Context: an optimization exercise on an open-source flow, tuned for small area, a short achievable clock period and few clock cycles per item. The choices shown serve that exercise and are no tape-out recipe. The RTL was checked by simulation tests, not by an equivalence proof against the original design.

==> flow/design.v <==
`timescale 1ns/1ps
module MODULE_STATIC_PROCESS (
    input clk,
    input rst,
    input [3:0] state_info,
    input [11:0] read_from_aux,
    input [11:0] read_from_ram,
    output reg [11:0] write2aux,
    output reg [11:0] write2ram,
    output reg [9:0] write2aux_addr,
    output reg [9:0] read_from_aux_addr,
    output reg [18:0] write2ram_addr,
    output reg [18:0] read_from_ram_addr,
    output reg ena_write_ram,
    output done
);
localparam [2:0] S_IDLE = 3'd0, S_FILT = 3'd1, S_HCLR = 3'd2, S_HCNT = 3'd3,
                 S_TL   = 3'd4, S_TC   = 3'd5, S_TW   = 3'd6, S_DONE = 3'd7;
reg [2:0] state;
reg       done_r;
assign done = done_r;
reg [1:0] op;             
wire op_blur   = (op == 2'd2);
wire op_emboss = (op == 2'd3);
wire [18:0] t = read_from_ram_addr;
reg [11:0] px;
wire [10:0] S = px[11:8] * 7'd30 + px[7:4] * 7'd59 + px[3:0] * 7'd11;
wire [3:0]  g1 = S / 11'd100;
wire [6:0]  m1 = S - g1 * 7'd100;
reg  [3:0]  e1;
always @* begin
  case (op)
    2'd0: e1 = ({4'd0, m1} * 11'd9) / 11'd100;
    2'd1: e1 = ({4'd0, m1} * 11'd8) / 11'd100;
    2'd2: e1 = m1 / 7'd25;
    default: e1 = 4'd0;
  endcase
end
reg [11:0] ea;
reg [3:0]  eg, ee;
reg        lf, rf;        
reg        topf;          
reg [11:0] c1a;
reg [3:0]  c1g, c1e;
reg [3:0]  c0tg, c0mg, c0bg;
reg        c0mh;
wire [3:0] LU = c0tg, L = c0mg, LD = c0bg;
wire [3:0] U  = c1a[11:8], CG = c1a[7:4], D = c1g;
wire [3:0] UR = ea[11:8], R = ea[7:4], DR = eg;
wire       Uh = c1a[3], Lh = c0mh, Rh = ea[1], Dh = c1e[1];
wire [3:0] CE = op_blur ? {2'b00, c1a[1:0]} : c1a[3:0];
wire mLU = ~(lf | topf);
wire mU  = ~topf;
wire mUR = ~(rf | topf);
wire mL  = ~lf;
wire mR  = ~rf;
wire mDR = ~rf;
wire [4:0] sU = op_blur ? {U, Uh} : {1'b0, U};
wire [4:0] sL = op_blur ? {L, Lh} : {1'b0, L};
wire [4:0] sR = op_blur ? {R, Rh} : {1'b0, R};
wire [4:0] sD = op_blur ? {D, Dh} : {1'b0, D};
reg [7:0] vc;
reg [7:0] tsum;
always @* begin
  case (op)
    2'd0: vc = CG * 4'd9 + CE;
    2'd1: vc = {1'b0, CG, CE[2:0]};
    2'd2: vc = {2'b00, CG, CE[1:0]};
    default: vc = 8'd7 + (mLU ? LU : 4'd0);
  endcase
  if (op_emboss)
    tsum = mDR ? DR : 4'd0;
  else
    tsum = (mLU ? LU : 4'd0) + (mU ? sU : 5'd0) + (mUR ? UR : 4'd0)
         + (mL ? sL : 5'd0) + (mR ? sR : 5'd0) + (mL ? LD : 4'd0)
         + sD + (mDR ? DR : 4'd0);
end
wire [7:0] dif = vc - tsum;
wire [7:0] sm  = vc + tsum;
wire [3:0] res = op_blur ? sm[7:4] : ((vc < tsum) ? 4'd0 : dif[3:0]);
reg [3:0]  hi [0:15];
reg [11:0] hr;            
reg [3:0]  hg;            
reg [9:0]  wd2a;          
reg [11:0] wd2d;
reg        hv3, hfirst;
wire [11:0] hbase = (hg == write2aux_addr[3:0]) ? write2aux :
                    (hg == wd2a[3:0]) ? wd2d : hr;
wire [12:0] hnew = hbase + (hfirst ? 13'd2 : 13'd1);
reg [15:0] cnt16;
reg [16:0] thr;
reg        rowok, firstrow;
reg [5:0]  col;
wire [3:0] bin = read_from_aux_addr[3:0];
wire [16:0] thr_n = thr + 17'd160;
reg [11:0] colour;
always @* begin
  case (bin)
    4'd0: colour = 12'hFFD;  4'd1: colour = 12'hFF0;
    4'd2: colour = 12'hFFF;  4'd3: colour = 12'h0F0;
    4'd4: colour = 12'hFFE;  4'd5: colour = 12'hCFC;
    4'd6: colour = 12'hFED;  4'd7: colour = 12'h9FF;
    4'd8: colour = 12'hFDB;  4'd9: colour = 12'hBFF;
    4'd10: colour = 12'hFEB; 4'd11: colour = 12'h8CF;
    4'd12: colour = 12'hEEF; 4'd13: colour = 12'h9F9;
    4'd14: colour = 12'hFEE; default: colour = 12'hFCC;
  endcase
end
localparam [18:0] T_WON  = 19'd643;       
localparam [18:0] T_WOFF = 19'd307201;    
localparam [18:0] T_TOP  = 19'd1282;      
always @(posedge clk) begin
  px <= read_from_ram;
  wd2a <= write2aux_addr;
  wd2d <= write2aux;
  if (!rst) begin
    state <= S_IDLE;
    done_r <= 1'b0;
    ena_write_ram <= 1'b0;
    read_from_ram_addr <= 19'd0;
    read_from_aux_addr <= 10'd0;
  end else begin
    case (state)
      S_IDLE: begin
        read_from_aux_addr <= 10'd0;
        if (state_info[3] && state_info[2:0] < 3'd4) begin
          op <= state_info[1:0];
          state <= S_FILT;
          read_from_ram_addr <= 19'd1;
          topf <= 1'b1;
        end else if (state_info == 4'd12) begin
          op <= 2'd3;
          state <= S_HCLR;
          write2aux_addr <= 10'd0;
          write2aux <= 12'd0;
        end
      end
      S_FILT: begin
        read_from_ram_addr <= t + 19'd1;
        read_from_aux_addr <= (read_from_aux_addr == 10'd639) ? 10'd0 : read_from_aux_addr + 10'd1;
        lf <= (read_from_aux_addr == 10'd1);
        rf <= (read_from_aux_addr == 10'd0);
        ea <= read_from_aux;
        eg <= g1;
        ee <= e1;
        write2aux_addr <= read_from_aux_addr;
        write2aux <= {read_from_aux[7:4], g1, op_blur ? {read_from_aux[1], 1'b0, e1[1:0]} : e1};
        c1a <= ea; c1g <= eg; c1e <= ee;
        c0tg <= c1a[11:8]; c0mg <= c1a[7:4]; c0bg <= c1g;
        c0mh <= c1a[1];
        if (t == T_TOP) topf <= 1'b0;
        write2ram <= {res, res, res};
        write2ram_addr <= ena_write_ram ? write2ram_addr + 19'd1 : 19'd0;
        if (t == T_WON) ena_write_ram <= 1'b1;
        if (t == T_WOFF) begin
          ena_write_ram <= 1'b0;
          done_r <= 1'b1;
          state <= S_DONE;
        end
      end
      S_HCLR: begin
        hv3 <= 1'b0;
        hi[write2aux_addr[3:0]] <= 4'd0;
        if (write2aux_addr[3:0] == 4'd15) state <= S_HCNT;
        else write2aux_addr <= write2aux_addr + 10'd1;
      end
      S_HCNT: begin
        read_from_ram_addr <= t + 19'd1;
        ena_write_ram <= (t < 19'd307200);
        write2ram_addr <= t;
        write2ram <= 12'd0;
        read_from_aux_addr <= (t == 19'd307202) ? 10'd0 : {6'd0, g1};
        hr <= read_from_aux;
        hg <= read_from_aux_addr[3:0];
        hfirst <= (t == 19'd2);
        hv3 <= (t >= 19'd2 && t <= 19'd307200);
        if (hv3) begin
          write2aux <= hnew[11:0];
          write2aux_addr <= {6'd0, hg};
          if (hnew[12]) hi[hg] <= hi[hg] + 4'd1;
        end
        if (t == 19'd307202) state <= S_TL;
      end
      S_TL: begin
        cnt16 <= {hi[bin], read_from_aux};
        thr <= 17'd320;
        firstrow <= 1'b1;
        col <= 6'd0;
        write2ram_addr <= 19'd306559 + {bin, 5'd0} + {bin, 3'd0};
        state <= S_TC;
      end
      S_TC: begin
        rowok <= (thr <= {1'b0, cnt16});
        state <= S_TW;
      end
      S_TW: begin
        if (rowok) begin
          ena_write_ram <= 1'b1;
          write2ram <= colour;
          write2ram_addr <= write2ram_addr + ((col == 6'd0 && !firstrow) ? -19'd679 : 19'd1);
          if (col == 6'd39) begin
            col <= 6'd0;
            firstrow <= 1'b0;
            thr <= thr_n;
            rowok <= (thr_n <= {1'b0, cnt16});
          end else begin
            col <= col + 6'd1;
          end
        end else begin
          ena_write_ram <= 1'b0;
          if (bin == 4'd15) begin
            done_r <= 1'b1;
            state <= S_DONE;
          end else begin
            read_from_aux_addr <= read_from_aux_addr + 10'd1;
            state <= S_TL;
          end
        end
      end
      S_DONE: begin
        if (!state_info[3]) begin
          done_r <= 1'b0;
          state <= S_IDLE;
          read_from_ram_addr <= 19'd0;
          read_from_aux_addr <= 10'd0;
        end
      end
    endcase
  end
end
endmodule
==> flow/run.sh <==
#!/bin/bash
# synth_recipe.tcl (not shown) runs the flow's synth.tcl, then flattens the netlist and writes it again
# the make line also repeats each setting of config.mk as NAME=value (left out here)
make -C /OpenROAD-flow-scripts/flow DESIGN_CONFIG=/design/flow/config.mk WORK_HOME=/design/flow/orfs CLKGATE_MAP_FILE= SYNTH_SCRIPT=/design/flow/synth_recipe.tcl finish
==> flow/config.mk <==
export PLATFORM = sky130hd
export DESIGN_NAME = MODULE_STATIC_PROCESS
export DESIGN_NICKNAME = MODULE_STATIC_PROCESS
export VERILOG_FILES = /design/flow/design.v
export SDC_FILE = /design/flow/constraint.sdc
export NUM_CORES = 4
export LEC_CHECK = 0
export CAP_MARGIN = 20
export CORE_MARGIN = 2
export CORE_UTILIZATION = 40
export PLACE_DENSITY = 0.6
export SLEW_MARGIN = 20
==> flow/constraint.sdc <==
create_clock -name core_clock -period 29.0 [get_ports {clk}]
set_input_delay 5.8000 -clock core_clock [delete_from_list [all_inputs] [get_ports {clk}]]
set_output_delay 5.8000 -clock core_clock [all_outputs]
set_load 0.01 [all_outputs]
==> Implementation_results.wiki <==
{| class="wikitable"
! Metric !! Value
|-
| Maximum number of pins on one net before global-route repair || 50
|-
| I/O Buffers || 113
|-
| Count of maximum capacitance violations || 0
|-
| R2r worst-path depth || 54
|-
| Number of synthesized flops with an enable pin || 223
|-
| Dominant cell by count in the synthesized netlist || edfxtp_1
|-
| TritonCTS clock tree || yes
|-
| Worst EP required || 29.29 ns
|-
| Category of the critical setup timing path || flip-flop to flip-flop
|-
| Sequential cell area fraction in the yosys report || 40.3%
|-
| Final critical-path share of the clock period || 47.5%
|-
| Origin of the worst setup path || px[10]
|-
| Htree depth || 2
|-
| Via total after detailed routing || 15400
|-
| Final setup margin || 15.22 ns
|-
| Wire length per cell after detailed routing || 19.5 microns
|-
| CP Capture Type || flip-flop
|-
| Final setup violation count || 0
|-
| Cell area after technology mapping || 20400 sq um
|-
| Quantity of hold-fixing buffers added after cts || 0
|-
| Die area || 52800 sq um
|-
| Layout cell share with drive strength beyond 1 || 8.35%
|-
| Chip width || 230 microns
|-
| Setup_tns || 0 ns
|-
| Startpoint Class || flip-flop
|-
| Worst slack, placed || 15.28 ns
|-
| Postcts setup bufs || 0
|-
| Post-synthesis to final-layout area growth || 14.9%
|-
| Violation count after the first detailed-routing iteration || 1139
|-
| Outcome || finished clean
|-
| Estimated wirelength of the detail-placed design || 40.3 mm
|-
| Total routed wirelength || 53.9 mm
|-
| R2r startpoint || px[10]
|-
| Primary FF master, synth || edfxtp_1
|-
| Fin. Hold Viols || 0
|-
| Synth top cells by count || edfxtp_1, nand2_1, inv_1, nor2_1, ha_1
|-
| Worst slew pin tran || 1.06 ns
|-
| WHS Path Cells || 0
|-
| Number of antenna diodes || 0
|-
| Count of distinct cell types in the synthesized netlist || 97
|-
| Clock sinks || 299
|-
| Total count of max-transition violations in the final report || 0
|-
| Filler Cells Inserted || 4674
|-
| Final Net Count || 2308
|-
| Library cell appearing most often on the critical path || fa_1
|-
| Area contributors post-synth || edfxtp_1, ha_1, dfxtp_1, fa_1, mux4_2
|-
| Clock root cell || clkbuf_16
|-
| Gate Count Post-Synth || 1967
|-
| Maximum fanout along the worst path || 12
|-
| Die Y-Extent || 230 microns
|-
| Worst endpoint data arrival time || 14.07 ns
|-
| Endpoint of the worst setup timing path || write2aux[0]
|-
| Post-synthesis area per instance || 10.4 sq um
|-
| Final ANT Viol Nets || 0
|-
| Setup repair after global routing missed its margin || no
|-
| Number of synthesis warnings || 1
|-
| Initial standard-cell utilization of the core || 40.6%
|-
| Cell Rows || 82
|-
| Number of antenna violations at the first check in global routing || 1
|-
| Post-route clock skew || 0.0205 ns
|-
| Core outline area || 50300 sq um
|-
| Type of the worst min-delay path || flip-flop to flip-flop
|-
| Wire length of the first global-routing pass || 85.4 mm
|-
| Overall overflow remaining after global route || 0
|-
| Maximum frequency from static timing analysis || 0.0726 GHz
|-
| Number of nets in the synthesized netlist || 2205
|-
| Vias in the first global route || 15400
|-
| Cells resized by post-CTS repair || 0
|-
| Cts bufs inserted || 35
|-
| IO Count || 114
|-
| Clock latency at the later pin of the worst-skew pair || 0.55 ns
|-
| Worst r2r dst || write2aux[0]
|-
| Residual DRC count || 0
|-
| Buffers from clock root to sink, at most || 3
|-
| CP max-delay cell || fa_1
|-
| Clock Pin Slew Worst Setup and Hold Paths || 0.06 ns
|-
| Number of flip-flops and latches in the synthesized netlist || 299
|-
| Cell taking the most area after synthesis || edfxtp_1
|-
| Vias/cell || 5.55
|-
| GRT Util Overall || 20.4%
|-
| Area share of the largest cell type after synthesis || 32.8%
|-
| Post-synth ARST share || 0%
|-
| Pre-Repair DR Iteration Count || 6
|-
| Last weighted congestion value of the routability-driven placer || 0.892
|-
| Slew headroom || 29.6%
|-
| Clock period minus worst slack || 13.78 ns
|-
| Setup slack, reg-to-reg || 15.22 ns
|-
| Highest cell delay on the worst timing path || 0.53 ns
|}
-- area by class of cell --
type	instances	area, sq um	area share [%]
tap	672	841	3.59
inverter	173	657	2.80
timing repair buffer	138	1320	5.63
clock buffer	49	1020	4.36
multi-input combinational	1423	11300	48.0
clock inverter	15	126	0.539
sequential	299	8220	35.1
-- critical path, delay by kind of cell (launching register included) --
kind / cells / cell delay, ns
buffers and inverters: 7 / 0.56
and+or+nand+nor: 11 / 2.97
adders and majority gates: 11 / 4.48
DFF: 1 / 0.48
muxes: 1 / 0.19
xor gates and xnor gates: 5 / 0.67
AOI/OAI and AO/OA: 19 / 4.15
-- layer usage --
metal / up-vias / wire, microns / track usage, %
li1: 7283 / - / -
met1: 7553 / 24300 / 28.1
met2: 448 / 25300 / 33.4
met3: 72 / 3050 / 2.98
met4: 0 / 1190 / 5.75
met5: - / 0 / 0
-- registers in the layout (all words and copies together) (netlist names), 16 cells and up, named ones only --
signal,flops
cnt16,16
hi,64
write2ram_addr,19
read_from_ram_addr,19
-- metrics by stage --
step,hold slack [ns],util (%),cell area (sq um),instances
finish,0.407,46.6,23400,2769
global route,0.415,46.6,23400,2769
CTS,0.406,46.6,23400,2769
detailed placement,0.392,44.3,22300,2705
global placement,0.379,44.3,22300,2705
floorplan,0.400,-,20400,1967
-- cell families (layout without fill, tap and decap cells) --
| kind of cell | after synthesis | in the layout | share of synthesized area [%] |
|---|---|---|---|
| multiplexers | 76 | 76 | 6.51 |
| AO/OA/AOI/OAI | 415 | 415 | 13.5 |
| flip-flops | 299 | 299 | 40.3 |
| buffers and inverters | 245 | 375 | 4.68 |
| AND/OR/NAND/NOR | 591 | 591 | 14.0 |
| XOR/XNOR | 131 | 131 | 5.95 |
| adder cells (fa/ha/maj) | 210 | 210 | 15.1 |
-- worst min-delay path by stage --
stage                       from  endpoint
floorplan                  ea[0]    c1a[0]
global placement    write2aux[9]   wd2d[9]
detailed placement  write2aux[9]   wd2d[9]
CTS                 write2aux[9]   wd2d[9]
global route        write2aux[9]   wd2d[9]
finish              write2aux[9]   wd2d[9]
-- placed cells by master, fill, tap and decap left out, types with 21 or more instances in the layout --
cell type          n
xnor2_1           65
a21o_1            36
nand2b_1          30
inv_1            169
nor2b_1           25
and2_1            30
xor2_1            61
clkdlybuf4s50_1  113
ha_1             148
buf_4             25
nand2_1          177
mux2i_1           28
o221ai_1          21
nor2_1           153
edfxtp_1         223
nand3_1           44
fa_1              60
a21oi_1          126
nand4_1           25
o21ai_0           73
nor3_1            28
dfxtp_1           76
mux4_2            43
clkbuf_16         37
Testbench counts, summed over its fixed seeds: cycles 5,409,376, frames 16.

re-timing with driven ports:
How much do the figures lean on ideal ports? The routed layout below was timed once more, with nothing changed but the port constraints.
Step 1 assumes that a clkbuf_16 drives the clock port and a buf_2 every other input.
Step 2, shift: input delay + t, output delay - t, t = (earliest + latest rising clock arrival at the registers) / 2. This alone moves slack from input paths to output paths.
Slacks: no drivers / after step 1 / after step 2; pairs: no drivers / after step 1.
t, ns: 0.599
slack for setup (ns): 15.219 / 15.219 / 15.219
worst setup path at the end: register to register
After both steps setup and hold are still met in this run. For this run, drivers alone change the setup slack by 0.000 ns; drivers and shift together by 0.000 ns.
